Background: an optimization exercise with open tools, aiming at small area and a short achievable clock period. Do not read the settings as production practice. Function was not checked in any run shown here: the RTL went through the layout flow alone.

`design/flow/config.mk`:
```
export PLATFORM = sky130hd
export DESIGN_NAME = Pipeline_1
export DESIGN_NICKNAME = Pipeline_1
export VERILOG_FILES = /design/flow/design.v
export SDC_FILE = /design/flow/constraint.sdc
export NUM_CORES = 4
export LEC_CHECK = 0
export ABC_AREA = 1
export CAP_MARGIN = 20
export CORE_MARGIN = 2
export CORE_UTILIZATION = 60
export CTS_BUF_LIST = sky130_fd_sc_hd__clkbuf_8
export SLEW_MARGIN = 20
export SYNTH_HIERARCHICAL = 1
export SYNTH_MINIMUM_KEEP_SIZE = 0
```
`design/flow/constraint.sdc`:
```
create_clock -name core_clock -period 36.0 [get_ports {clk}]
set_input_delay 7.2000 -clock core_clock [delete_from_list [all_inputs] [get_ports {clk}]]
set_output_delay 7.2000 -clock core_clock [all_outputs]
set_load 0.01 [all_outputs]
```
`design/flow/design.v`:
```
`timescale 1ns / 1ps
module Pipeline_1(
input clk,rst,
input [7:0]a,b,c,d,
output [7:0]out
    );
  wire nd1 = ~d[0];
  wire nd2 = ~d[1];
  wire nd3 = ~d[2];
  wire nd4 = ~d[3];
  wire nd5 = ~d[4];
  wire nd6 = ~d[5];
  wire nd7 = ~d[6];
  wire nd8 = ~d[7];
  wire g9 = a[0] & b[0];
  wire g10 = a[1] & b[1];
  wire g11 = a[2] & b[2];
  wire g12 = a[3] & b[3];
  wire g13 = a[4] & b[4];
  wire g14 = a[5] & b[5];
  wire g15 = a[6] & b[6];
  wire g16 = a[7] & b[7];
  wire x17 = a[0] ^ b[0];
  wire x18 = a[1] ^ b[1];
  wire x19 = a[2] ^ b[2];
  wire x20 = a[3] ^ b[3];
  wire x21 = a[4] ^ b[4];
  wire x22 = a[5] ^ b[5];
  wire x23 = a[6] ^ b[6];
  wire x24 = a[7] ^ b[7];
  wire G25 = g10 | (x18 & g9);
  wire P26 = x18 & x17;
  wire G27 = g12 | (x20 & g11);
  wire P28 = x20 & x19;
  wire G29 = g11 | (x19 & G25);
  wire P30 = x19 & P26;
  wire G31 = G27 | (P28 & G25);
  wire P32 = P28 & P26;
  wire G33 = g14 | (x22 & g13);
  wire P34 = x22 & x21;
  wire G35 = g16 | (x24 & g15);
  wire P36 = x24 & x23;
  wire G37 = g15 | (x23 & G33);
  wire P38 = x23 & P34;
  wire G39 = G35 | (P36 & G33);
  wire P40 = P36 & P34;
  wire G41 = g13 | (x21 & G31);
  wire P42 = x21 & P32;
  wire G43 = G33 | (P34 & G31);
  wire P44 = P34 & P32;
  wire G45 = G37 | (P38 & G31);
  wire P46 = P38 & P32;
  wire G47 = G39 | (P40 & G31);
  wire P48 = P40 & P32;
  wire s49 = x18 ^ g9;
  wire s50 = x19 ^ G25;
  wire s51 = x20 ^ G29;
  wire s52 = x21 ^ G31;
  wire s53 = x22 ^ G41;
  wire s54 = x23 ^ G43;
  wire s55 = x24 ^ G45;
  wire g56 = c[0] & nd1;
  wire g57 = c[1] & nd2;
  wire g58 = c[2] & nd3;
  wire g59 = c[3] & nd4;
  wire g60 = c[4] & nd5;
  wire g61 = c[5] & nd6;
  wire g62 = c[6] & nd7;
  wire g63 = c[7] & nd8;
  wire x64 = c[0] ^ nd1;
  wire x65 = c[1] ^ nd2;
  wire x66 = c[2] ^ nd3;
  wire x67 = c[3] ^ nd4;
  wire x68 = c[4] ^ nd5;
  wire x69 = c[5] ^ nd6;
  wire x70 = c[6] ^ nd7;
  wire x71 = c[7] ^ nd8;
  wire g72 = c[0] | nd1;
  wire G73 = g57 | (x65 & g72);
  wire P74 = x65 & x64;
  wire G75 = g59 | (x67 & g58);
  wire P76 = x67 & x66;
  wire G77 = g58 | (x66 & G73);
  wire P78 = x66 & P74;
  wire G79 = G75 | (P76 & G73);
  wire P80 = P76 & P74;
  wire G81 = g61 | (x69 & g60);
  wire P82 = x69 & x68;
  wire G83 = g63 | (x71 & g62);
  wire P84 = x71 & x70;
  wire G85 = g62 | (x70 & G81);
  wire P86 = x70 & P82;
  wire G87 = G83 | (P84 & G81);
  wire P88 = P84 & P82;
  wire G89 = g60 | (x68 & G79);
  wire P90 = x68 & P80;
  wire G91 = G81 | (P82 & G79);
  wire P92 = P82 & P80;
  wire G93 = G85 | (P86 & G79);
  wire P94 = P86 & P80;
  wire G95 = G87 | (P88 & G79);
  wire P96 = P88 & P80;
  wire s97 = ~x64;
  wire s98 = x65 ^ g72;
  wire s99 = x66 ^ G73;
  wire s100 = x67 ^ G77;
  wire s101 = x68 ^ G79;
  wire s102 = x69 ^ G89;
  wire s103 = x70 ^ G91;
  wire s104 = x71 ^ G93;
  reg [7:0] R1_s, R1_t, R1_d;
  reg R1_v;
  always @(posedge clk) begin
    R1_s <= {s55, s54, s53, s52, s51, s50, s49, x17};
    R1_t <= {s104, s103, s102, s101, s100, s99, s98, s97};
    R1_d <= d;
    R1_v <= ~rst & (|d);
  end
  wire pp105 = R1_s[0] & R1_t[0];
  wire pp106 = R1_s[1] & R1_t[0];
  wire pp107 = R1_s[2] & R1_t[0];
  wire pp108 = R1_s[3] & R1_t[0];
  wire pp109 = R1_s[4] & R1_t[0];
  wire pp110 = R1_s[5] & R1_t[0];
  wire pp111 = R1_s[6] & R1_t[0];
  wire pp112 = R1_s[7] & R1_t[0];
  wire pp113 = R1_s[0] & R1_t[1];
  wire pp114 = R1_s[1] & R1_t[1];
  wire pp115 = R1_s[2] & R1_t[1];
  wire pp116 = R1_s[3] & R1_t[1];
  wire pp117 = R1_s[4] & R1_t[1];
  wire pp118 = R1_s[5] & R1_t[1];
  wire pp119 = R1_s[6] & R1_t[1];
  wire pp120 = R1_s[7] & R1_t[1];
  wire pp121 = R1_s[0] & R1_t[2];
  wire pp122 = R1_s[1] & R1_t[2];
  wire pp123 = R1_s[2] & R1_t[2];
  wire pp124 = R1_s[3] & R1_t[2];
  wire pp125 = R1_s[4] & R1_t[2];
  wire pp126 = R1_s[5] & R1_t[2];
  wire pp127 = R1_s[6] & R1_t[2];
  wire pp128 = R1_s[7] & R1_t[2];
  wire pp129 = R1_s[0] & R1_t[3];
  wire pp130 = R1_s[1] & R1_t[3];
  wire pp131 = R1_s[2] & R1_t[3];
  wire pp132 = R1_s[3] & R1_t[3];
  wire pp133 = R1_s[4] & R1_t[3];
  wire pp134 = R1_s[5] & R1_t[3];
  wire pp135 = R1_s[6] & R1_t[3];
  wire pp136 = R1_s[7] & R1_t[3];
  wire pp137 = R1_s[0] & R1_t[4];
  wire pp138 = R1_s[1] & R1_t[4];
  wire pp139 = R1_s[2] & R1_t[4];
  wire pp140 = R1_s[3] & R1_t[4];
  wire pp141 = R1_s[4] & R1_t[4];
  wire pp142 = R1_s[5] & R1_t[4];
  wire pp143 = R1_s[6] & R1_t[4];
  wire pp144 = R1_s[7] & R1_t[4];
  wire pp145 = R1_s[0] & R1_t[5];
  wire pp146 = R1_s[1] & R1_t[5];
  wire pp147 = R1_s[2] & R1_t[5];
  wire pp148 = R1_s[3] & R1_t[5];
  wire pp149 = R1_s[4] & R1_t[5];
  wire pp150 = R1_s[5] & R1_t[5];
  wire pp151 = R1_s[6] & R1_t[5];
  wire pp152 = R1_s[7] & R1_t[5];
  wire pp153 = R1_s[0] & R1_t[6];
  wire pp154 = R1_s[1] & R1_t[6];
  wire pp155 = R1_s[2] & R1_t[6];
  wire pp156 = R1_s[3] & R1_t[6];
  wire pp157 = R1_s[4] & R1_t[6];
  wire pp158 = R1_s[5] & R1_t[6];
  wire pp159 = R1_s[6] & R1_t[6];
  wire pp160 = R1_s[7] & R1_t[6];
  wire pp161 = R1_s[0] & R1_t[7];
  wire pp162 = R1_s[1] & R1_t[7];
  wire pp163 = R1_s[2] & R1_t[7];
  wire pp164 = R1_s[3] & R1_t[7];
  wire pp165 = R1_s[4] & R1_t[7];
  wire pp166 = R1_s[5] & R1_t[7];
  wire pp167 = R1_s[6] & R1_t[7];
  wire pp168 = R1_s[7] & R1_t[7];
  wire s169 = pp111 ^ pp118;
  wire c170 = pp111 & pp118;
  wire s171 = pp112 ^ pp119 ^ pp126;
  wire c172 = (pp112 & pp119) | (pp126 & (pp112 ^ pp119));
  wire s173 = pp133 ^ pp140;
  wire c174 = pp133 & pp140;
  wire s175 = pp120 ^ pp127 ^ pp134;
  wire c176 = (pp120 & pp127) | (pp134 & (pp120 ^ pp127));
  wire s177 = pp141 ^ pp148;
  wire c178 = pp141 & pp148;
  wire s179 = pp128 ^ pp135 ^ pp142;
  wire c180 = (pp128 & pp135) | (pp142 & (pp128 ^ pp135));
  wire s181 = pp109 ^ pp116;
  wire c182 = pp109 & pp116;
  wire s183 = pp110 ^ pp117 ^ pp124;
  wire c184 = (pp110 & pp117) | (pp124 & (pp110 ^ pp117));
  wire s185 = pp131 ^ pp138;
  wire c186 = pp131 & pp138;
  wire s187 = pp125 ^ pp132 ^ pp139;
  wire c188 = (pp125 & pp132) | (pp139 & (pp125 ^ pp132));
  wire s189 = pp146 ^ pp153 ^ s169;
  wire c190 = (pp146 & pp153) | (s169 & (pp146 ^ pp153));
  wire s191 = pp147 ^ pp154 ^ pp161;
  wire c192 = (pp147 & pp154) | (pp161 & (pp147 ^ pp154));
  wire s193 = c170 ^ s171 ^ s173;
  wire c194 = (c170 & s171) | (s173 & (c170 ^ s171));
  wire s195 = pp155 ^ pp162 ^ c172;
  wire c196 = (pp155 & pp162) | (c172 & (pp155 ^ pp162));
  wire s197 = c174 ^ s175 ^ s177;
  wire c198 = (c174 & s175) | (s177 & (c174 ^ s175));
  wire s199 = pp149 ^ pp156 ^ pp163;
  wire c200 = (pp149 & pp156) | (pp163 & (pp149 ^ pp156));
  wire s201 = c176 ^ c178 ^ s179;
  wire c202 = (c176 & c178) | (s179 & (c176 ^ c178));
  wire s203 = pp136 ^ pp143 ^ pp150;
  wire c204 = (pp136 & pp143) | (pp150 & (pp136 ^ pp143));
  wire s205 = pp157 ^ pp164 ^ c180;
  wire c206 = (pp157 & pp164) | (c180 & (pp157 ^ pp164));
  wire s207 = pp144 ^ pp151 ^ pp158;
  wire c208 = (pp144 & pp151) | (pp158 & (pp144 ^ pp151));
  wire s209 = pp108 ^ pp115;
  wire c210 = pp108 & pp115;
  wire s211 = pp123 ^ pp130 ^ pp137;
  wire c212 = (pp123 & pp130) | (pp137 & (pp123 ^ pp130));
  wire s213 = pp145 ^ c182 ^ s183;
  wire c214 = (pp145 & c182) | (s183 & (pp145 ^ c182));
  wire s215 = c184 ^ c186 ^ s187;
  wire c216 = (c184 & c186) | (s187 & (c184 ^ c186));
  wire s217 = c188 ^ c190 ^ s191;
  wire c218 = (c188 & c190) | (s191 & (c188 ^ c190));
  wire s219 = c192 ^ c194 ^ s195;
  wire c220 = (c192 & c194) | (s195 & (c192 ^ c194));
  wire s221 = c196 ^ c198 ^ s199;
  wire c222 = (c196 & c198) | (s199 & (c196 ^ c198));
  wire s223 = c200 ^ c202 ^ s203;
  wire c224 = (c200 & c202) | (s203 & (c200 ^ c202));
  wire s225 = pp165 ^ c204 ^ c206;
  wire c226 = (pp165 & c204) | (c206 & (pp165 ^ c204));
  wire s227 = pp152 ^ pp159 ^ pp166;
  wire c228 = (pp152 & pp159) | (pp166 & (pp152 ^ pp159));
  wire s229 = pp107 ^ pp114;
  wire c230 = pp107 & pp114;
  wire s231 = pp122 ^ pp129 ^ s209;
  wire c232 = (pp122 & pp129) | (s209 & (pp122 ^ pp129));
  wire s233 = s181 ^ c210 ^ s211;
  wire c234 = (s181 & c210) | (s211 & (s181 ^ c210));
  wire s235 = s185 ^ c212 ^ s213;
  wire c236 = (s185 & c212) | (s213 & (s185 ^ c212));
  wire s237 = s189 ^ c214 ^ s215;
  wire c238 = (s189 & c214) | (s215 & (s189 ^ c214));
  wire s239 = s193 ^ c216 ^ s217;
  wire c240 = (s193 & c216) | (s217 & (s193 ^ c216));
  wire s241 = s197 ^ c218 ^ s219;
  wire c242 = (s197 & c218) | (s219 & (s197 ^ c218));
  wire s243 = s201 ^ c220 ^ s221;
  wire c244 = (s201 & c220) | (s221 & (s201 ^ c220));
  wire s245 = s205 ^ c222 ^ s223;
  wire c246 = (s205 & c222) | (s223 & (s205 ^ c222));
  wire s247 = s207 ^ c224 ^ s225;
  wire c248 = (s207 & c224) | (s225 & (s207 ^ c224));
  wire s249 = c208 ^ c226 ^ s227;
  wire c250 = (c208 & c226) | (s227 & (c208 ^ c226));
  wire s251 = pp160 ^ pp167 ^ c228;
  wire c252 = (pp160 & pp167) | (c228 & (pp160 ^ pp167));
  wire g253 = pp106 & pp113;
  wire g254 = pp121 & s229;
  wire g255 = c230 & s231;
  wire g256 = c232 & s233;
  wire g257 = c234 & s235;
  wire g258 = c236 & s237;
  wire g259 = c238 & s239;
  wire g260 = c240 & s241;
  wire g261 = c242 & s243;
  wire g262 = c244 & s245;
  wire g263 = c246 & s247;
  wire g264 = c248 & s249;
  wire g265 = c250 & s251;
  wire g266 = pp168 & c252;
  wire x267 = pp106 ^ pp113;
  wire x268 = pp121 ^ s229;
  wire x269 = c230 ^ s231;
  wire x270 = c232 ^ s233;
  wire x271 = c234 ^ s235;
  wire x272 = c236 ^ s237;
  wire x273 = c238 ^ s239;
  wire x274 = c240 ^ s241;
  wire x275 = c242 ^ s243;
  wire x276 = c244 ^ s245;
  wire x277 = c246 ^ s247;
  wire x278 = c248 ^ s249;
  wire x279 = c250 ^ s251;
  wire x280 = pp168 ^ c252;
  wire G281 = g253 | (x267 & 1'b0);
  wire P282 = x267 & pp105;
  wire G283 = g255 | (x269 & g254);
  wire P284 = x269 & x268;
  wire G285 = g254 | (x268 & G281);
  wire P286 = x268 & P282;
  wire G287 = G283 | (P284 & G281);
  wire P288 = P284 & P282;
  wire G289 = g257 | (x271 & g256);
  wire P290 = x271 & x270;
  wire G291 = g259 | (x273 & g258);
  wire P292 = x273 & x272;
  wire G293 = g258 | (x272 & G289);
  wire P294 = x272 & P290;
  wire G295 = G291 | (P292 & G289);
  wire P296 = P292 & P290;
  wire G297 = g256 | (x270 & G287);
  wire P298 = x270 & P288;
  wire G299 = G289 | (P290 & G287);
  wire P300 = P290 & P288;
  wire G301 = G293 | (P294 & G287);
  wire P302 = P294 & P288;
  wire G303 = G295 | (P296 & G287);
  wire P304 = P296 & P288;
  wire G305 = g261 | (x275 & g260);
  wire P306 = x275 & x274;
  wire G307 = g263 | (x277 & g262);
  wire P308 = x277 & x276;
  wire G309 = g262 | (x276 & G305);
  wire P310 = x276 & P306;
  wire G311 = G307 | (P308 & G305);
  wire P312 = P308 & P306;
  wire G313 = g265 | (x279 & g264);
  wire P314 = x279 & x278;
  wire G315 = 1'b0 | (1'b0 & g266);
  wire P316 = 1'b0 & x280;
  wire G317 = g266 | (x280 & G313);
  wire P318 = x280 & P314;
  wire G319 = G315 | (P316 & G313);
  wire P320 = P316 & P314;
  wire G321 = g264 | (x278 & G311);
  wire P322 = x278 & P312;
  wire G323 = G313 | (P314 & G311);
  wire P324 = P314 & P312;
  wire G325 = G317 | (P318 & G311);
  wire P326 = P318 & P312;
  wire G327 = G319 | (P320 & G311);
  wire P328 = P320 & P312;
  wire G329 = g260 | (x274 & G303);
  wire P330 = x274 & P304;
  wire G331 = G305 | (P306 & G303);
  wire P332 = P306 & P304;
  wire G333 = G309 | (P310 & G303);
  wire P334 = P310 & P304;
  wire G335 = G311 | (P312 & G303);
  wire P336 = P312 & P304;
  wire G337 = G321 | (P322 & G303);
  wire P338 = P322 & P304;
  wire G339 = G323 | (P324 & G303);
  wire P340 = P324 & P304;
  wire G341 = G325 | (P326 & G303);
  wire P342 = P326 & P304;
  wire G343 = G327 | (P328 & G303);
  wire P344 = P328 & P304;
  wire ps345 = x267 ^ 1'b0;
  wire ps346 = x268 ^ G281;
  wire ps347 = x269 ^ G285;
  wire ps348 = x270 ^ G287;
  wire ps349 = x271 ^ G297;
  wire ps350 = x272 ^ G299;
  wire ps351 = x273 ^ G301;
  wire ps352 = x274 ^ G303;
  wire ps353 = x275 ^ G329;
  wire ps354 = x276 ^ G331;
  wire ps355 = x277 ^ G333;
  wire ps356 = x278 ^ G335;
  wire ps357 = x279 ^ G337;
  wire ps358 = x280 ^ G339;
  wire ps359 = 1'b0 ^ G341;
  wire [2:0] lv360 = {ps359, ps358, ps357};
  wire [2:0] ld360 = {R1_d[2], R1_d[1], R1_d[0]};
  wire lh360 = ~(R1_d[3] | R1_d[4] | R1_d[5] | R1_d[6] | R1_d[7]);
  reg [2:0] lr360;
  always @* begin
    case ({lv360, ld360})
      6'd8: lr360 = 3'd1;
      6'd10: lr360 = 3'd1;
      6'd11: lr360 = 3'd1;
      6'd12: lr360 = 3'd1;
      6'd13: lr360 = 3'd1;
      6'd14: lr360 = 3'd1;
      6'd15: lr360 = 3'd1;
      6'd16: lr360 = 3'd2;
      6'd19: lr360 = 3'd2;
      6'd20: lr360 = 3'd2;
      6'd21: lr360 = 3'd2;
      6'd22: lr360 = 3'd2;
      6'd23: lr360 = 3'd2;
      6'd24: lr360 = 3'd3;
      6'd26: lr360 = 3'd1;
      6'd28: lr360 = 3'd3;
      6'd29: lr360 = 3'd3;
      6'd30: lr360 = 3'd3;
      6'd31: lr360 = 3'd3;
      6'd32: lr360 = 3'd4;
      6'd35: lr360 = 3'd1;
      6'd37: lr360 = 3'd4;
      6'd38: lr360 = 3'd4;
      6'd39: lr360 = 3'd4;
      6'd40: lr360 = 3'd5;
      6'd42: lr360 = 3'd1;
      6'd43: lr360 = 3'd2;
      6'd44: lr360 = 3'd1;
      6'd46: lr360 = 3'd5;
      6'd47: lr360 = 3'd5;
      6'd48: lr360 = 3'd6;
      6'd52: lr360 = 3'd2;
      6'd53: lr360 = 3'd1;
      6'd55: lr360 = 3'd6;
      6'd56: lr360 = 3'd7;
      6'd58: lr360 = 3'd1;
      6'd59: lr360 = 3'd1;
      6'd60: lr360 = 3'd3;
      6'd61: lr360 = 3'd2;
      6'd62: lr360 = 3'd1;
      default: lr360 = 3'd0;
    endcase
  end
  wire r361 = lh360 ? lr360[0] : lv360[0];
  wire r362 = lh360 ? lr360[1] : lv360[1];
  wire r363 = lh360 ? lr360[2] : lv360[2];
  wire hz364 = ~(R1_d[4] | R1_d[5] | R1_d[6] | R1_d[7]);
  wire b365 = ~ps356 & R1_d[0];
  wire b366 = (r361 ^ R1_d[1]) ? ~r361 : b365;
  wire b367 = (r362 ^ R1_d[2]) ? ~r362 : b366;
  wire b368 = (r363 ^ R1_d[3]) ? ~r363 : b367;
  wire ge369 = ~b368 & hz364;
  wire r370 = ps356 ^ (ge369 & R1_d[0]);
  wire r371 = r361 ^ (ge369 & (R1_d[1] ^ b365));
  wire r372 = r362 ^ (ge369 & (R1_d[2] ^ b366));
  wire r373 = r363 ^ (ge369 & (R1_d[3] ^ b367));
  wire hz374 = ~(R1_d[5] | R1_d[6] | R1_d[7]);
  wire b375 = ~ps355 & R1_d[0];
  wire b376 = (r370 ^ R1_d[1]) ? ~r370 : b375;
  wire b377 = (r371 ^ R1_d[2]) ? ~r371 : b376;
  wire b378 = (r372 ^ R1_d[3]) ? ~r372 : b377;
  wire b379 = (r373 ^ R1_d[4]) ? ~r373 : b378;
  wire ge380 = ~b379 & hz374;
  wire r381 = ps355 ^ (ge380 & R1_d[0]);
  wire r382 = r370 ^ (ge380 & (R1_d[1] ^ b375));
  wire r383 = r371 ^ (ge380 & (R1_d[2] ^ b376));
  wire r384 = r372 ^ (ge380 & (R1_d[3] ^ b377));
  wire r385 = r373 ^ (ge380 & (R1_d[4] ^ b378));
  wire hz386 = ~(R1_d[6] | R1_d[7]);
  wire b387 = ~ps354 & R1_d[0];
  wire b388 = (r381 ^ R1_d[1]) ? ~r381 : b387;
  wire b389 = (r382 ^ R1_d[2]) ? ~r382 : b388;
  wire b390 = (r383 ^ R1_d[3]) ? ~r383 : b389;
  wire b391 = (r384 ^ R1_d[4]) ? ~r384 : b390;
  wire b392 = (r385 ^ R1_d[5]) ? ~r385 : b391;
  wire ge393 = ~b392 & hz386;
  wire r394 = ps354 ^ (ge393 & R1_d[0]);
  wire r395 = r381 ^ (ge393 & (R1_d[1] ^ b387));
  wire r396 = r382 ^ (ge393 & (R1_d[2] ^ b388));
  wire r397 = r383 ^ (ge393 & (R1_d[3] ^ b389));
  wire r398 = r384 ^ (ge393 & (R1_d[4] ^ b390));
  wire r399 = r385 ^ (ge393 & (R1_d[5] ^ b391));
  reg [9:0] R2_p;
  reg [5:0] R2_r;
  reg [7:0] R2_d;
  reg R2_v;
  always @(posedge clk) begin
    R2_p <= {ps353, ps352, ps351, ps350, ps349, ps348, ps347, ps346, ps345, pp105};
    R2_r <= {r399, r398, r397, r396, r395, r394};
    R2_d <= {R1_d[7], R1_d[6], R1_d[5], R1_d[4], R1_d[3], R1_d[2], R1_d[1], R1_d[0]};
    R2_v <= ~rst & R1_v;
  end
  wire hz400 = ~(R2_d[7]);
  wire b401 = ~R2_p[9] & R2_d[0];
  wire b402 = (R2_r[0] ^ R2_d[1]) ? ~R2_r[0] : b401;
  wire b403 = (R2_r[1] ^ R2_d[2]) ? ~R2_r[1] : b402;
  wire b404 = (R2_r[2] ^ R2_d[3]) ? ~R2_r[2] : b403;
  wire b405 = (R2_r[3] ^ R2_d[4]) ? ~R2_r[3] : b404;
  wire b406 = (R2_r[4] ^ R2_d[5]) ? ~R2_r[4] : b405;
  wire b407 = (R2_r[5] ^ R2_d[6]) ? ~R2_r[5] : b406;
  wire ge408 = ~b407 & hz400;
  wire r409 = R2_p[9] ^ (ge408 & R2_d[0]);
  wire r410 = R2_r[0] ^ (ge408 & (R2_d[1] ^ b401));
  wire r411 = R2_r[1] ^ (ge408 & (R2_d[2] ^ b402));
  wire r412 = R2_r[2] ^ (ge408 & (R2_d[3] ^ b403));
  wire r413 = R2_r[3] ^ (ge408 & (R2_d[4] ^ b404));
  wire r414 = R2_r[4] ^ (ge408 & (R2_d[5] ^ b405));
  wire r415 = R2_r[5] ^ (ge408 & (R2_d[6] ^ b406));
  wire b416 = ~R2_p[8] & R2_d[0];
  wire b417 = (r409 ^ R2_d[1]) ? ~r409 : b416;
  wire b418 = (r410 ^ R2_d[2]) ? ~r410 : b417;
  wire b419 = (r411 ^ R2_d[3]) ? ~r411 : b418;
  wire b420 = (r412 ^ R2_d[4]) ? ~r412 : b419;
  wire b421 = (r413 ^ R2_d[5]) ? ~r413 : b420;
  wire b422 = (r414 ^ R2_d[6]) ? ~r414 : b421;
  wire b423 = (r415 ^ R2_d[7]) ? ~r415 : b422;
  wire ge424 = ~b423;
  wire r425 = R2_p[8] ^ (ge424 & R2_d[0]);
  wire r426 = r409 ^ (ge424 & (R2_d[1] ^ b416));
  wire r427 = r410 ^ (ge424 & (R2_d[2] ^ b417));
  wire r428 = r411 ^ (ge424 & (R2_d[3] ^ b418));
  wire r429 = r412 ^ (ge424 & (R2_d[4] ^ b419));
  wire r430 = r413 ^ (ge424 & (R2_d[5] ^ b420));
  wire r431 = r414 ^ (ge424 & (R2_d[6] ^ b421));
  wire r432 = r415 ^ (ge424 & (R2_d[7] ^ b422));
  wire b433 = ~R2_p[7] & R2_d[0];
  wire b434 = (r425 ^ R2_d[1]) ? ~r425 : b433;
  wire b435 = (r426 ^ R2_d[2]) ? ~r426 : b434;
  wire b436 = (r427 ^ R2_d[3]) ? ~r427 : b435;
  wire b437 = (r428 ^ R2_d[4]) ? ~r428 : b436;
  wire b438 = (r429 ^ R2_d[5]) ? ~r429 : b437;
  wire b439 = (r430 ^ R2_d[6]) ? ~r430 : b438;
  wire b440 = (r431 ^ R2_d[7]) ? ~r431 : b439;
  wire ge441 = r432 | ~b440;
  wire r442 = R2_p[7] ^ (ge441 & R2_d[0]);
  wire r443 = r425 ^ (ge441 & (R2_d[1] ^ b433));
  wire r444 = r426 ^ (ge441 & (R2_d[2] ^ b434));
  wire r445 = r427 ^ (ge441 & (R2_d[3] ^ b435));
  wire r446 = r428 ^ (ge441 & (R2_d[4] ^ b436));
  wire r447 = r429 ^ (ge441 & (R2_d[5] ^ b437));
  wire r448 = r430 ^ (ge441 & (R2_d[6] ^ b438));
  wire r449 = r431 ^ (ge441 & (R2_d[7] ^ b439));
  wire b450 = ~R2_p[6] & R2_d[0];
  wire b451 = (r442 ^ R2_d[1]) ? ~r442 : b450;
  wire b452 = (r443 ^ R2_d[2]) ? ~r443 : b451;
  wire b453 = (r444 ^ R2_d[3]) ? ~r444 : b452;
  wire b454 = (r445 ^ R2_d[4]) ? ~r445 : b453;
  wire b455 = (r446 ^ R2_d[5]) ? ~r446 : b454;
  wire b456 = (r447 ^ R2_d[6]) ? ~r447 : b455;
  wire b457 = (r448 ^ R2_d[7]) ? ~r448 : b456;
  wire ge458 = r449 | ~b457;
  wire r459 = R2_p[6] ^ (ge458 & R2_d[0]);
  wire r460 = r442 ^ (ge458 & (R2_d[1] ^ b450));
  wire r461 = r443 ^ (ge458 & (R2_d[2] ^ b451));
  wire r462 = r444 ^ (ge458 & (R2_d[3] ^ b452));
  wire r463 = r445 ^ (ge458 & (R2_d[4] ^ b453));
  wire r464 = r446 ^ (ge458 & (R2_d[5] ^ b454));
  wire r465 = r447 ^ (ge458 & (R2_d[6] ^ b455));
  wire r466 = r448 ^ (ge458 & (R2_d[7] ^ b456));
  wire b467 = ~R2_p[5] & R2_d[0];
  wire b468 = (r459 ^ R2_d[1]) ? ~r459 : b467;
  wire b469 = (r460 ^ R2_d[2]) ? ~r460 : b468;
  wire b470 = (r461 ^ R2_d[3]) ? ~r461 : b469;
  wire b471 = (r462 ^ R2_d[4]) ? ~r462 : b470;
  wire b472 = (r463 ^ R2_d[5]) ? ~r463 : b471;
  wire b473 = (r464 ^ R2_d[6]) ? ~r464 : b472;
  wire b474 = (r465 ^ R2_d[7]) ? ~r465 : b473;
  wire ge475 = r466 | ~b474;
  wire r476 = R2_p[5] ^ (ge475 & R2_d[0]);
  wire r477 = r459 ^ (ge475 & (R2_d[1] ^ b467));
  wire r478 = r460 ^ (ge475 & (R2_d[2] ^ b468));
  wire r479 = r461 ^ (ge475 & (R2_d[3] ^ b469));
  wire r480 = r462 ^ (ge475 & (R2_d[4] ^ b470));
  wire r481 = r463 ^ (ge475 & (R2_d[5] ^ b471));
  wire r482 = r464 ^ (ge475 & (R2_d[6] ^ b472));
  wire r483 = r465 ^ (ge475 & (R2_d[7] ^ b473));
  wire b484 = ~R2_p[4] & R2_d[0];
  wire b485 = (r476 ^ R2_d[1]) ? ~r476 : b484;
  wire b486 = (r477 ^ R2_d[2]) ? ~r477 : b485;
  wire b487 = (r478 ^ R2_d[3]) ? ~r478 : b486;
  wire b488 = (r479 ^ R2_d[4]) ? ~r479 : b487;
  wire b489 = (r480 ^ R2_d[5]) ? ~r480 : b488;
  wire b490 = (r481 ^ R2_d[6]) ? ~r481 : b489;
  wire b491 = (r482 ^ R2_d[7]) ? ~r482 : b490;
  wire ge492 = r483 | ~b491;
  wire r493 = R2_p[4] ^ (ge492 & R2_d[0]);
  wire r494 = r476 ^ (ge492 & (R2_d[1] ^ b484));
  wire r495 = r477 ^ (ge492 & (R2_d[2] ^ b485));
  wire r496 = r478 ^ (ge492 & (R2_d[3] ^ b486));
  wire r497 = r479 ^ (ge492 & (R2_d[4] ^ b487));
  wire r498 = r480 ^ (ge492 & (R2_d[5] ^ b488));
  wire r499 = r481 ^ (ge492 & (R2_d[6] ^ b489));
  wire r500 = r482 ^ (ge492 & (R2_d[7] ^ b490));
  wire b501 = ~R2_p[3] & R2_d[0];
  wire b502 = (r493 ^ R2_d[1]) ? ~r493 : b501;
  wire b503 = (r494 ^ R2_d[2]) ? ~r494 : b502;
  wire b504 = (r495 ^ R2_d[3]) ? ~r495 : b503;
  wire b505 = (r496 ^ R2_d[4]) ? ~r496 : b504;
  wire b506 = (r497 ^ R2_d[5]) ? ~r497 : b505;
  wire b507 = (r498 ^ R2_d[6]) ? ~r498 : b506;
  wire b508 = (r499 ^ R2_d[7]) ? ~r499 : b507;
  wire ge509 = r500 | ~b508;
  wire r510 = R2_p[3] ^ (ge509 & R2_d[0]);
  wire r511 = r493 ^ (ge509 & (R2_d[1] ^ b501));
  wire r512 = r494 ^ (ge509 & (R2_d[2] ^ b502));
  wire r513 = r495 ^ (ge509 & (R2_d[3] ^ b503));
  wire r514 = r496 ^ (ge509 & (R2_d[4] ^ b504));
  wire r515 = r497 ^ (ge509 & (R2_d[5] ^ b505));
  wire r516 = r498 ^ (ge509 & (R2_d[6] ^ b506));
  wire r517 = r499 ^ (ge509 & (R2_d[7] ^ b507));
  wire b518 = ~R2_p[2] & R2_d[0];
  wire b519 = (r510 ^ R2_d[1]) ? ~r510 : b518;
  wire b520 = (r511 ^ R2_d[2]) ? ~r511 : b519;
  wire b521 = (r512 ^ R2_d[3]) ? ~r512 : b520;
  wire b522 = (r513 ^ R2_d[4]) ? ~r513 : b521;
  wire b523 = (r514 ^ R2_d[5]) ? ~r514 : b522;
  wire b524 = (r515 ^ R2_d[6]) ? ~r515 : b523;
  wire b525 = (r516 ^ R2_d[7]) ? ~r516 : b524;
  wire ge526 = r517 | ~b525;
  wire r527 = R2_p[2] ^ (ge526 & R2_d[0]);
  wire r528 = r510 ^ (ge526 & (R2_d[1] ^ b518));
  wire r529 = r511 ^ (ge526 & (R2_d[2] ^ b519));
  wire r530 = r512 ^ (ge526 & (R2_d[3] ^ b520));
  wire r531 = r513 ^ (ge526 & (R2_d[4] ^ b521));
  wire r532 = r514 ^ (ge526 & (R2_d[5] ^ b522));
  wire r533 = r515 ^ (ge526 & (R2_d[6] ^ b523));
  wire r534 = r516 ^ (ge526 & (R2_d[7] ^ b524));
  reg [1:0] R3_p;
  reg [7:0] R3_r;
  reg [5:0] R3_q;
  reg [7:0] R3_d;
  reg R3_v;
  always @(posedge clk) begin
    R3_p <= {R2_p[1], R2_p[0]};
    R3_r <= {r534, r533, r532, r531, r530, r529, r528, r527};
    R3_q <= {ge441, ge458, ge475, ge492, ge509, ge526};
    R3_d <= {R2_d[7], R2_d[6], R2_d[5], R2_d[4], R2_d[3], R2_d[2], R2_d[1], R2_d[0]};
    R3_v <= ~rst & R2_v;
  end
  wire [7:0] seg3_out;
  Pipeline_1_seg3 u_seg3 (
    .p({R3_p[1], R3_p[0]}),
    .r({R3_r[7], R3_r[6], R3_r[5], R3_r[4], R3_r[3], R3_r[2], R3_r[1], R3_r[0]}),
    .q({R3_q[5], R3_q[4], R3_q[3], R3_q[2], R3_q[1], R3_q[0]}),
    .d({R3_d[7], R3_d[6], R3_d[5], R3_d[4], R3_d[3], R3_d[2], R3_d[1], R3_d[0]}),
    .v({R3_v}),
    .o_out(seg3_out)
  );
  assign out = {seg3_out[7], seg3_out[6], seg3_out[5], seg3_out[4], seg3_out[3], seg3_out[2], seg3_out[1], seg3_out[0]};
endmodule
module Pipeline_1_seg3(
  input [1:0] p,
  input [7:0] r,
  input [5:0] q,
  input [7:0] d,
  input [0:0] v,
  output [7:0] o_out
);
  wire b1 = ~p[1] & d[0];
  wire b2 = (r[0] ^ d[1]) ? ~r[0] : b1;
  wire b3 = (r[1] ^ d[2]) ? ~r[1] : b2;
  wire b4 = (r[2] ^ d[3]) ? ~r[2] : b3;
  wire b5 = (r[3] ^ d[4]) ? ~r[3] : b4;
  wire b6 = (r[4] ^ d[5]) ? ~r[4] : b5;
  wire b7 = (r[5] ^ d[6]) ? ~r[5] : b6;
  wire b8 = (r[6] ^ d[7]) ? ~r[6] : b7;
  wire ge9 = r[7] | ~b8;
  wire r10 = p[1] ^ (ge9 & d[0]);
  wire r11 = r[0] ^ (ge9 & (d[1] ^ b1));
  wire r12 = r[1] ^ (ge9 & (d[2] ^ b2));
  wire r13 = r[2] ^ (ge9 & (d[3] ^ b3));
  wire r14 = r[3] ^ (ge9 & (d[4] ^ b4));
  wire r15 = r[4] ^ (ge9 & (d[5] ^ b5));
  wire r16 = r[5] ^ (ge9 & (d[6] ^ b6));
  wire r17 = r[6] ^ (ge9 & (d[7] ^ b7));
  wire b18 = ~p[0] & d[0];
  wire b19 = (r10 ^ d[1]) ? ~r10 : b18;
  wire b20 = (r11 ^ d[2]) ? ~r11 : b19;
  wire b21 = (r12 ^ d[3]) ? ~r12 : b20;
  wire b22 = (r13 ^ d[4]) ? ~r13 : b21;
  wire b23 = (r14 ^ d[5]) ? ~r14 : b22;
  wire b24 = (r15 ^ d[6]) ? ~r15 : b23;
  wire b25 = (r16 ^ d[7]) ? ~r16 : b24;
  wire ge26 = r17 | ~b25;
  wire r27 = p[0] ^ (ge26 & d[0]);
  wire r28 = r10 ^ (ge26 & (d[1] ^ b18));
  wire r29 = r11 ^ (ge26 & (d[2] ^ b19));
  wire r30 = r12 ^ (ge26 & (d[3] ^ b20));
  wire r31 = r13 ^ (ge26 & (d[4] ^ b21));
  wire r32 = r14 ^ (ge26 & (d[5] ^ b22));
  wire r33 = r15 ^ (ge26 & (d[6] ^ b23));
  wire r34 = r16 ^ (ge26 & (d[7] ^ b24));
  wire o35 = ge26 & v[0];
  wire o36 = ge9 & v[0];
  wire o37 = q[0] & v[0];
  wire o38 = q[1] & v[0];
  wire o39 = q[2] & v[0];
  wire o40 = q[3] & v[0];
  wire o41 = q[4] & v[0];
  wire o42 = q[5] & v[0];
  assign o_out = {o42, o41, o40, o39, o38, o37, o36, o35};
endmodule
```
`design/flow/flow/run.sh`:
```
#!/bin/bash
# Own flow: the standard layout (standard.sh, run whole and unchanged:
# synthesis with the standard flow's synthesis script, floorplan, power grid, tap cells,
# placement, CTS and routing) with two settings passed through the environment:
#  - the port buffers that global placement inserts on every input and output
#    are sky130_fd_sc_hd__buf_2 cells instead of the default delay-cell buffers;
#  - timing repair (repair_timing in floorplan, CTS and global route) aims for a
#    setup slack of 25 ns at the design's 36 ns clock, so it sizes up the
#    slowest paths; the clock period and constraints are the design's.
# make's full output goes to standard.log here; ORFS also keeps each step's own
# log under orfs/logs/.
set -euo pipefail
export BUFFER_PORTS_ARGS="-buffer_cell sky130_fd_sc_hd__buf_2"
export SETUP_SLACK_MARGIN=25
bash standard.sh > standard.log 2>&1
```
`design/flow/standard.sh`:
```
#!/bin/bash
# synth_recipe.tcl (not shown) runs the flow's synth.tcl, then flattens the netlist and writes it again
# the make line also repeats each setting of config.mk as NAME=value (left out here)
make -C /OpenROAD-flow-scripts/flow DESIGN_CONFIG=/design/flow/config.mk WORK_HOME=/design/flow/orfs CLKGATE_MAP_FILE= SYNTH_SCRIPT=/design/flow/synth_recipe.tcl "${@:-finish}"
```
==> qor.txt, run 1 <==
# clock sinks: 75
worst setup margin: 26.19 ns
fin. max-slew vios: 0
Detailed Place HPWL: 13600 µm
crit path DAT: 2.61 ns
Syn Inst Count: 1269
row count: 43
Final min period: 9.81 ns
status: timing/DRC/antenna clean
ANT nets after route: 0
total grt overflow: 0
Cell Area, Synth: 0.00859 mm²
CTS tree: built
Clock Latency Late Sink: 0.37 ns
WHS Path Cells: 0
Hold EP: R3_p[1]
maximum clock frequency: 102 MHz
core area: 0.0139 mm²
Area Overhead vs Synth: 5.02%
flop2flop setup slack: 26.28 ns
Inserted Clock Buffers: 9
Port Buffer Count: 41
final hold vios: 0
mean post-synth cell area: 6.77 µm²
MaxCap Viol Count: 0
GP Congestion: 0.885
depth of the worst register-to-register path: 93
H-tree levels: 3
WS Path Type: flop to primary output
Least-Margin Pin Slew: 0.885 ns
share of cells above drive strength 1: 15.1%
ANT cells: 0
drt via density: 4.98
Worst Path Max Fanout: 12
DRC errors left: 0
first-pass GRT wire length: 28700 µm
nets@finish: 1395
antenna violations before repair: 0
yosys warns: 7
dpl cell area: 0.00875 mm²
drt initial violations: 343
RSZ-0062 raised after global routing: no
reg2reg start: R2_d[5]
Worst-path clk slew: 0.08 ns
Hold Path Class: flop to flop
distinct cell type count after synthesis: 50
clock buffer depth: 2
Filler cells: 1283
final core utilization: 64.8%
Total GRT Usage: 23.5%
total number of vias: 7287
dpl ws: 25.82 ns
Slew headroom: 40.9%
setup TNS: 0 ns
Hold Path Origin: R2_p[1]
crit end category: primary output
largest net degree at the start of global routing: 23
CTS Root Cell: clkbuf_8
post-DR wirelength/cell: 11.6 µm
#FFs+latches synth: 75
syn nets: 1387
Die Span X: 124 µm
Tcrit/Tclk final: 27.2%
Pre-antenna DRT Iters: 5
Min Hold Slack: 0.330 ns
post-synth top area share: 17.5%
critical path launch point type: flop
endpoints failing setup: 0
Starting Density: 61.7%
Die Height: 124 µm
Setup Skew: 0.0199 ns
final instance area: 0.00902 mm²
crit path from: R3_d[1]
dominant cell type by area after synthesis: dfxtp_1
Req. time, crit path: 28.80 ns
Ports: 42
Reg-to-Reg End: R3_r[2]
final WL: 17000 µm
vias in the first global route: 6531
ranking of synthesized cells by area: dfxtp_1 (17%), nand2_1 (16%), inv_1 (10%), fa_1 (10%), xor2_1 (8.2%)
total die area: 0.0153 mm²
sequential share of the synthesized area: 17.5%
timing repair:
item | CTS | global route
buffers inserted | 0 | 2
hold buffers | 0 | 0
endpoints found under the setup margin | 0 | 9
gates resized for setup | 0 | 10
sequential cells by signal, summed over array words and instances (netlist names), 2 cells and up:
name / cells
R2_p: 10
R3_p: 2
R1_t: 8
R2_d: 8
R3_r: 8
R2_r: 6
R3_d: 8
R1_d: 8
R3_q: 6
R1_s: 8
stage by stage:
step,std cells
detailed placement,1444
finish,1462
global placement,1444
global route,1462
CTS,1460
floorplan,1269
Yosys stat by module, one instance, submodules excluded:
module / flip-flops and latches / cell area (µm²) / times used
Pipeline_1_seg3: 0 / 708 / 1
Pipeline_1: 75 / 7880 / 1
how the worst max path moves through the flow:
| stage | to | slack [ns] | cells after the start |
|---|---|---|---|
| final | out[0] | 26.19 | 20 |
| after detailed placement | R3_r[5] | 25.82 | 90 |
| after global placement | R3_r[0] | 26.08 | 93 |
| after global routing | R3_r[2] | 25.05 | 99 |
| after CTS | R3_r[2] | 25.84 | 91 |
| after floorplan | out[0] | 26.89 | 18 |
synthesized netlist by cell type (all sizes together):
library cell  instances
nand2               420
inv                 241
nand3               156
xor2                 85
dfxtp                75
fa                   44
ha                   40
nor2                 40
o21ai                32
a21oi                26
clkbuf               25
buf                  22
xnor2                14
or2                  10
nand3b                8
nand4                 4
a21o                  3
a31oi                 3
nor4                  3
a211oi                2
clkinv                2
o2111ai               2
o21a                  2
a21boi                1
a22oi                 1
a31o                  1
and2                  1
dlygate4sd1           1
maj3                  1
o211ai                1
o22ai                 1
o31ai                 1
xnor3                 1
placed cells by master (no fill, tap or decap), types with 3 or more instances in the layout:
cell / synthesis / layout
nand4_1: 4 / 4
xor2_2: 5 / 7
a31oi_1: 3 / 3
nor4_1: 3 / 3
xnor2_1: 13 / 13
ha_1: 40 / 40
o21ai_0: 29 / 29
inv_2: 3 / 3
o21ai_2: 3 / 3
nand2_1: 371 / 371
nand3b_1: 7 / 7
buf_4: 10 / 4
dfxtp_1: 75 / 70
nand3_2: 45 / 45
xor2_1: 80 / 78
nand3_1: 108 / 108
nand3_4: 3 / 3
clkinv_4: 0 / 3
or2_2: 9 / 9
nand2_2: 42 / 41
nand2_4: 7 / 8
a21o_1: 3 / 3
nor2_1: 38 / 38
fa_1: 44 / 44
inv_1: 237 / 236
buf_2: 5 / 41
a21oi_1: 25 / 25
dfxtp_2: 0 / 4
clkbuf_8: 0 / 9
kinds of logic after synthesis:
logic type	synth area share [%]
buffers and inverters	14.0
XOR/XNOR	10.9
adder cells (fa/ha/maj)	16.2
flip-flops	17.5
AND/OR/NAND/NOR	36.2
AO/OA/AOI/OAI	5.24
cell type report:
cell class / instances / area (µm²) / share of cell area (%)
Clock buffer: 9 / 124 / 1.37
Clock inverter: 7 / 100 / 1.11
Inverter: 243 / 918 / 10.2
Multi-Input combinational cell: 903 / 5910 / 65.5
Sequential cell: 75 / 1510 / 16.7
Tap cell: 180 / 225 / 2.50
Timing Repair Buffer: 45 / 235 / 2.61
per-layer routing:
metal | wire length [µm] | GRT usage [%] | vias up
met4 | 268 | 7.32 | 0
met2 | 8440 | 42.1 | 136
met1 | 7650 | 28.8 | 3276
met5 | 0 | 0 | -
li1 | - | - | 3852
met3 | 615 | 3.75 | 23
critical path, cell delays in order, from the launching register on:
cell	delay [ns]
dfxtp_1	0.39
inv_1	0.08
nand2_2	0.10
nand3_2	0.10
nand3_2	0.08
nand3_2	0.08
nand3_2	0.10
nand3_2	0.08
nand3_2	0.08
nand3_2	0.06
nand2_2	0.23
nand2_1	0.11
xor2_1	0.21
nand2_1	0.07
o21ai_0	0.07
inv_1	0.05
nand2_1	0.06
nand2_1	0.05
nand2_1	0.07
a21oi_2	0.05
buf_2	0.13
==> inputs of run 2 (changes only) <==
--- a/design/flow/design.v
+++ b/design/flow/design.v
@@ -459,49 +459,49 @@
   wire r397 = r383 ^ (ge393 & (R1_d[3] ^ b389));
   wire r398 = r384 ^ (ge393 & (R1_d[4] ^ b390));
   wire r399 = r385 ^ (ge393 & (R1_d[5] ^ b391));
-  reg [9:0] R2_p;
-  reg [5:0] R2_r;
+  wire hz400 = ~(R1_d[7]);
+  wire b401 = ~ps353 & R1_d[0];
+  wire b402 = (r394 ^ R1_d[1]) ? ~r394 : b401;
+  wire b403 = (r395 ^ R1_d[2]) ? ~r395 : b402;
+  wire b404 = (r396 ^ R1_d[3]) ? ~r396 : b403;
+  wire b405 = (r397 ^ R1_d[4]) ? ~r397 : b404;
+  wire b406 = (r398 ^ R1_d[5]) ? ~r398 : b405;
+  wire b407 = (r399 ^ R1_d[6]) ? ~r399 : b406;
+  wire ge408 = ~b407 & hz400;
+  wire r409 = ps353 ^ (ge408 & R1_d[0]);
+  wire r410 = r394 ^ (ge408 & (R1_d[1] ^ b401));
+  wire r411 = r395 ^ (ge408 & (R1_d[2] ^ b402));
+  wire r412 = r396 ^ (ge408 & (R1_d[3] ^ b403));
+  wire r413 = r397 ^ (ge408 & (R1_d[4] ^ b404));
+  wire r414 = r398 ^ (ge408 & (R1_d[5] ^ b405));
+  wire r415 = r399 ^ (ge408 & (R1_d[6] ^ b406));
+  reg [8:0] R2_p;
+  reg [6:0] R2_r;
   reg [7:0] R2_d;
   reg R2_v;
   always @(posedge clk) begin
-    R2_p <= {ps353, ps352, ps351, ps350, ps349, ps348, ps347, ps346, ps345, pp105};
-    R2_r <= {r399, r398, r397, r396, r395, r394};
+    R2_p <= {ps352, ps351, ps350, ps349, ps348, ps347, ps346, ps345, pp105};
+    R2_r <= {r415, r414, r413, r412, r411, r410, r409};
     R2_d <= {R1_d[7], R1_d[6], R1_d[5], R1_d[4], R1_d[3], R1_d[2], R1_d[1], R1_d[0]};
     R2_v <= ~rst & R1_v;
   end
-  wire hz400 = ~(R2_d[7]);
-  wire b401 = ~R2_p[9] & R2_d[0];
-  wire b402 = (R2_r[0] ^ R2_d[1]) ? ~R2_r[0] : b401;
-  wire b403 = (R2_r[1] ^ R2_d[2]) ? ~R2_r[1] : b402;
-  wire b404 = (R2_r[2] ^ R2_d[3]) ? ~R2_r[2] : b403;
-  wire b405 = (R2_r[3] ^ R2_d[4]) ? ~R2_r[3] : b404;
-  wire b406 = (R2_r[4] ^ R2_d[5]) ? ~R2_r[4] : b405;
-  wire b407 = (R2_r[5] ^ R2_d[6]) ? ~R2_r[5] : b406;
-  wire ge408 = ~b407 & hz400;
-  wire r409 = R2_p[9] ^ (ge408 & R2_d[0]);
-  wire r410 = R2_r[0] ^ (ge408 & (R2_d[1] ^ b401));
-  wire r411 = R2_r[1] ^ (ge408 & (R2_d[2] ^ b402));
-  wire r412 = R2_r[2] ^ (ge408 & (R2_d[3] ^ b403));
-  wire r413 = R2_r[3] ^ (ge408 & (R2_d[4] ^ b404));
-  wire r414 = R2_r[4] ^ (ge408 & (R2_d[5] ^ b405));
-  wire r415 = R2_r[5] ^ (ge408 & (R2_d[6] ^ b406));
   wire b416 = ~R2_p[8] & R2_d[0];
-  wire b417 = (r409 ^ R2_d[1]) ? ~r409 : b416;
-  wire b418 = (r410 ^ R2_d[2]) ? ~r410 : b417;
-  wire b419 = (r411 ^ R2_d[3]) ? ~r411 : b418;
-  wire b420 = (r412 ^ R2_d[4]) ? ~r412 : b419;
-  wire b421 = (r413 ^ R2_d[5]) ? ~r413 : b420;
-  wire b422 = (r414 ^ R2_d[6]) ? ~r414 : b421;
-  wire b423 = (r415 ^ R2_d[7]) ? ~r415 : b422;
+  wire b417 = (R2_r[0] ^ R2_d[1]) ? ~R2_r[0] : b416;
+  wire b418 = (R2_r[1] ^ R2_d[2]) ? ~R2_r[1] : b417;
+  wire b419 = (R2_r[2] ^ R2_d[3]) ? ~R2_r[2] : b418;
+  wire b420 = (R2_r[3] ^ R2_d[4]) ? ~R2_r[3] : b419;
+  wire b421 = (R2_r[4] ^ R2_d[5]) ? ~R2_r[4] : b420;
+  wire b422 = (R2_r[5] ^ R2_d[6]) ? ~R2_r[5] : b421;
+  wire b423 = (R2_r[6] ^ R2_d[7]) ? ~R2_r[6] : b422;
   wire ge424 = ~b423;
   wire r425 = R2_p[8] ^ (ge424 & R2_d[0]);
-  wire r426 = r409 ^ (ge424 & (R2_d[1] ^ b416));
-  wire r427 = r410 ^ (ge424 & (R2_d[2] ^ b417));
-  wire r428 = r411 ^ (ge424 & (R2_d[3] ^ b418));
-  wire r429 = r412 ^ (ge424 & (R2_d[4] ^ b419));
-  wire r430 = r413 ^ (ge424 & (R2_d[5] ^ b420));
-  wire r431 = r414 ^ (ge424 & (R2_d[6] ^ b421));
-  wire r432 = r415 ^ (ge424 & (R2_d[7] ^ b422));
+  wire r426 = R2_r[0] ^ (ge424 & (R2_d[1] ^ b416));
+  wire r427 = R2_r[1] ^ (ge424 & (R2_d[2] ^ b417));
+  wire r428 = R2_r[2] ^ (ge424 & (R2_d[3] ^ b418));
+  wire r429 = R2_r[3] ^ (ge424 & (R2_d[4] ^ b419));
+  wire r430 = R2_r[4] ^ (ge424 & (R2_d[5] ^ b420));
+  wire r431 = R2_r[5] ^ (ge424 & (R2_d[6] ^ b421));
+  wire r432 = R2_r[6] ^ (ge424 & (R2_d[7] ^ b422));
   wire b433 = ~R2_p[7] & R2_d[0];
   wire b434 = (r425 ^ R2_d[1]) ? ~r425 : b433;
   wire b435 = (r426 ^ R2_d[2]) ? ~r426 : b434;
==> run 2 against run 1 <==
Still clean. Count of clock-buffer cells in the layout unchanged. First-iteration DRC count decreased by 15%. Critical endpoint is now R2_r[0].
==> qor.txt, run 2 <==
status: timing/DRC/antenna clean
dpl cell area: 0.00868 mm² (-0.80%)
sequential share of the synthesized area: 17.6% (+0.13 points)
Detailed Place HPWL: 13200 µm (-3.2%)
share of cells above drive strength 1: 13.3% (-1.8 points)
ANT nets after route: 0 (unchanged)
Final min period: 9.99 ns (+0.182 ns)
Req. time, crit path: 36.26 ns (+7.46 ns)
endpoints failing setup: 0 (unchanged)
most common cell in the netlist: nand2_1
CP most frequent cell: nand2_1
Port Buffer Count: 41 (unchanged)
Syn Inst Count: 1281 (+0.95%)
vias in the first global route: 6758 (+3.5%)
mean post-synth cell area: 6.66 µm² (-1.7%)
worst setup margin: 26.01 ns (-0.182 ns)
ranking of synthesized cells by area: dfxtp_1 (18%), nand2_1 (17%), inv_1 (11%), fa_1 (10%), xor2_1 (8.1%)
Filler cells: 1331 (+3.7%)
setup TNS: 0 ns (unchanged)
largest register by flop count: R2_p
WS Path Type: flop to flop
largest net degree at the start of global routing: 25 (+8.7%)
Starting Density: 61.4% (-0.23 points)
RSZ-0062 raised after global routing: no
DRC errors left: 0 (unchanged)
GR peak layer: met2
met3 global-route usage: 4.47% (+0.72 points)
Clock Latency Late Sink: 0.38 ns (about the same)
number of flops mapped to enable cells by yosys: 0 (unchanged)
H-tree levels: 3 (unchanged)
fin. max-slew vios: 0 (unchanged)
max reg flops: 9 (-1)
most frequent cells in the layout: nand2_1 (378), inv_1 (248), nand3_1 (112), xor2_1 (79), dfxtp_1 (69)
Worst-path clk slew: 0.08 ns (about the same)
GP Congestion: 0.872 (-1.5%)
Pre-antenna DRT Iters: 5 (unchanged)
antenna violations before repair: 0 (unchanged)
Cell Area, Synth: 0.00853 mm² (-0.76%)
total number of vias: 7170 (-1.6%)
CTS tree: built
dpl ws: 25.81 ns (-0.0140 ns)
Total GRT Usage: 23.3% (-0.19 points)
Area Overhead vs Synth: 4.87%
crit path DAT: 10.25 ns (+7.64 ns)
core area: 0.0139 mm² (-0.39%)
Hold Path Class: flop to flop
syn nets: 1399 (+0.87%)
yosys warns: 7 (unchanged)
final hold vios: 0 (unchanged)
Least-Margin Pin Slew: 0.767 ns (-0.118 ns)
final WL: 16100 µm (-5.4%)
Worst Path Max Fanout: 8 (-4)
# clock sinks: 75 (unchanged)
most common cell after layout, fill and taps aside: nand2_1
nets@finish: 1405 (+0.72%)
Critical-path top delay cell: fa_1
total die area: 0.0152 mm² (-0.73%)
maximum clock frequency: 100 MHz (-1.8%)
Setup Skew: 0.0105 ns (-0.00940 ns)
ANT cells: 0 (unchanged)
total grt overflow: 0 (unchanged)
row count: 43 (unchanged)
Inserted Clock Buffers: 9 (unchanged)
crit-path max cell delay: 0.49 ns (+0.10 ns)
Die Height: 123 µm (-0.37%)
critical path launch point type: flop
#FFs+latches synth: 75 (unchanged)
Main synth FF type: dfxtp_1
first-pass GRT wire length: 28500 µm (-0.63%)
crit end category: flop
reg2reg start: R1_s[4]
crit path from: R1_s[4]
dominant cell type by area after synthesis: dfxtp_1
Hold Path Origin: R2_p[1]
Global Route met2 Usage: 42.8% (+0.65 points)
Ports: 42 (unchanged)
MaxCap Viol Count: 0 (unchanged)
distinct cell type count after synthesis: 45 (-10%)
Slew headroom: 48.8% (+7.9 points)
Tcrit/Tclk final: 27.7% (+0.50 points)
CTS Root Cell: clkbuf_8
list of most frequent post-synthesis cells: nand2_1 (378), inv_1 (248), nand3_1 (112)
post-DR wirelength/cell: 10.9 µm (-6.1%)
post-synth top area share: 17.6% (+0.13 points)
met1 Use GR: 27.2% (-1.5 points)
clock buffer depth: 2 (unchanged)
drt via density: 4.87 (-2.3%)
Async SR Flop Fraction: 0% (unchanged)
drt initial violations: 292 (-15%)
final instance area: 0.00894 mm² (-0.90%)
Die Span X: 123 µm (-0.37%)
==> run 2: worst max-delay path, delay by kind of cell, from the launching register on <==
| kind | cells | cell delay (ns) |
|---|---|---|
| AOI/OAI and AO/OA | 16 | 2.27 |
| xor gates and xnor gates | 4 | 0.69 |
| adders and majority gates | 7 | 2.72 |
| buffers and inverters | 7 | 0.56 |
| DFF | 1 | 0.47 |
| and+or+nand+nor | 38 | 3.13 |
==> run 2: metrics by stage <==
stage / utilization (%) / hold WS (ns) / std cells
3_3_place_gp: 62.5 / 0.311 / 1456
3_5_place_dp: 62.5 / 0.315 / 1456
5_1_grt: 64.4 / 0.339 / 1472
2_1_floorplan: - / 0.310 / 1281
4_1_cts: 64.2 / 0.334 / 1472
6_report: 64.4 / 0.332 / 1472
==> run 2: modules after synthesis, one instance, submodules excluded <==
| module | cells inside | copies in the design |
|---|---|---|
| Pipeline_1_seg3 | 141 | 1 |
| Pipeline_1 | 1140 | 1 |
==> run 2: timing repair <==
action,4_1_cts,5_1_grt
hold buffers,0,0
setup buffers,0,0
gates resized for setup,0,13
setup endpoints to repair,0,6
==> run 2: cells by family (layout without fill, tap and decap cells) <==
group / count (synthesis) / after routing / share of synthesized area, %
buffers and inverters: 304 / 315 / 14.7
XOR/XNOR: 102 / 102 / 10.9
AND/OR/NAND/NOR: 640 / 640 / 35.5
AO/OA/AOI/OAI: 73 / 73 / 4.77
flip-flops: 75 / 75 / 17.6
adder cells (fa/ha/maj): 87 / 87 / 16.6
==> run 2: routing by layer <==
layer	wire, µm	vias to the layer above
met5	0	-
met4	250	0
met3	573	20
met2	8050	106
met1	7180	3178
li1	-	3866
==> run 2: worst paths after layout <==
path	end	slack (ns)	cells past startpoint
hold / removal	R3_p[1]	0.33	0
hold reg to reg	R3_p[1]	0.33	0
setup / recovery	R2_r[0]	26.01	72
setup reg to reg	R2_r[0]	26.01	72
==> run 2: layout make-up <==
type,count,area [µm²],share of cell area (%)
multi-input combinational,902,5810,64.9
timing repair buffer,42,213,2.38
inverter,257,967,10.8
sequential,75,1510,16.9
clock buffer,9,124,1.39
tap,180,225,2.52
clock inverter,7,98.8,1.11

-- port drivers added, routing unchanged --
In the flow no input, the clock included, has a driving cell. The finished layouts below were timed again as built, in two steps. Step 1, drivers: a clkbuf_16 drives clk and a buf_2 each remaining input, both assumed. Step 2 moves the port delays by t, midway between the first and last clock arrival at a register: inputs arrive t later, outputs are due t later. That takes back most of the time a late clock gives input paths. Three values: ideal ports, drivers, drivers and shift; two values: the first two.
run	shift t [ns]	slack for setup (ns)	clock arrival spread, ns
run 1	0.396	26.194 / 26.158 / 26.283	0.021 / 0.021
run 2	0.409	26.012 / 26.012 / 26.012	0.014 / 0.014
After both steps every run listed still meets setup and hold.
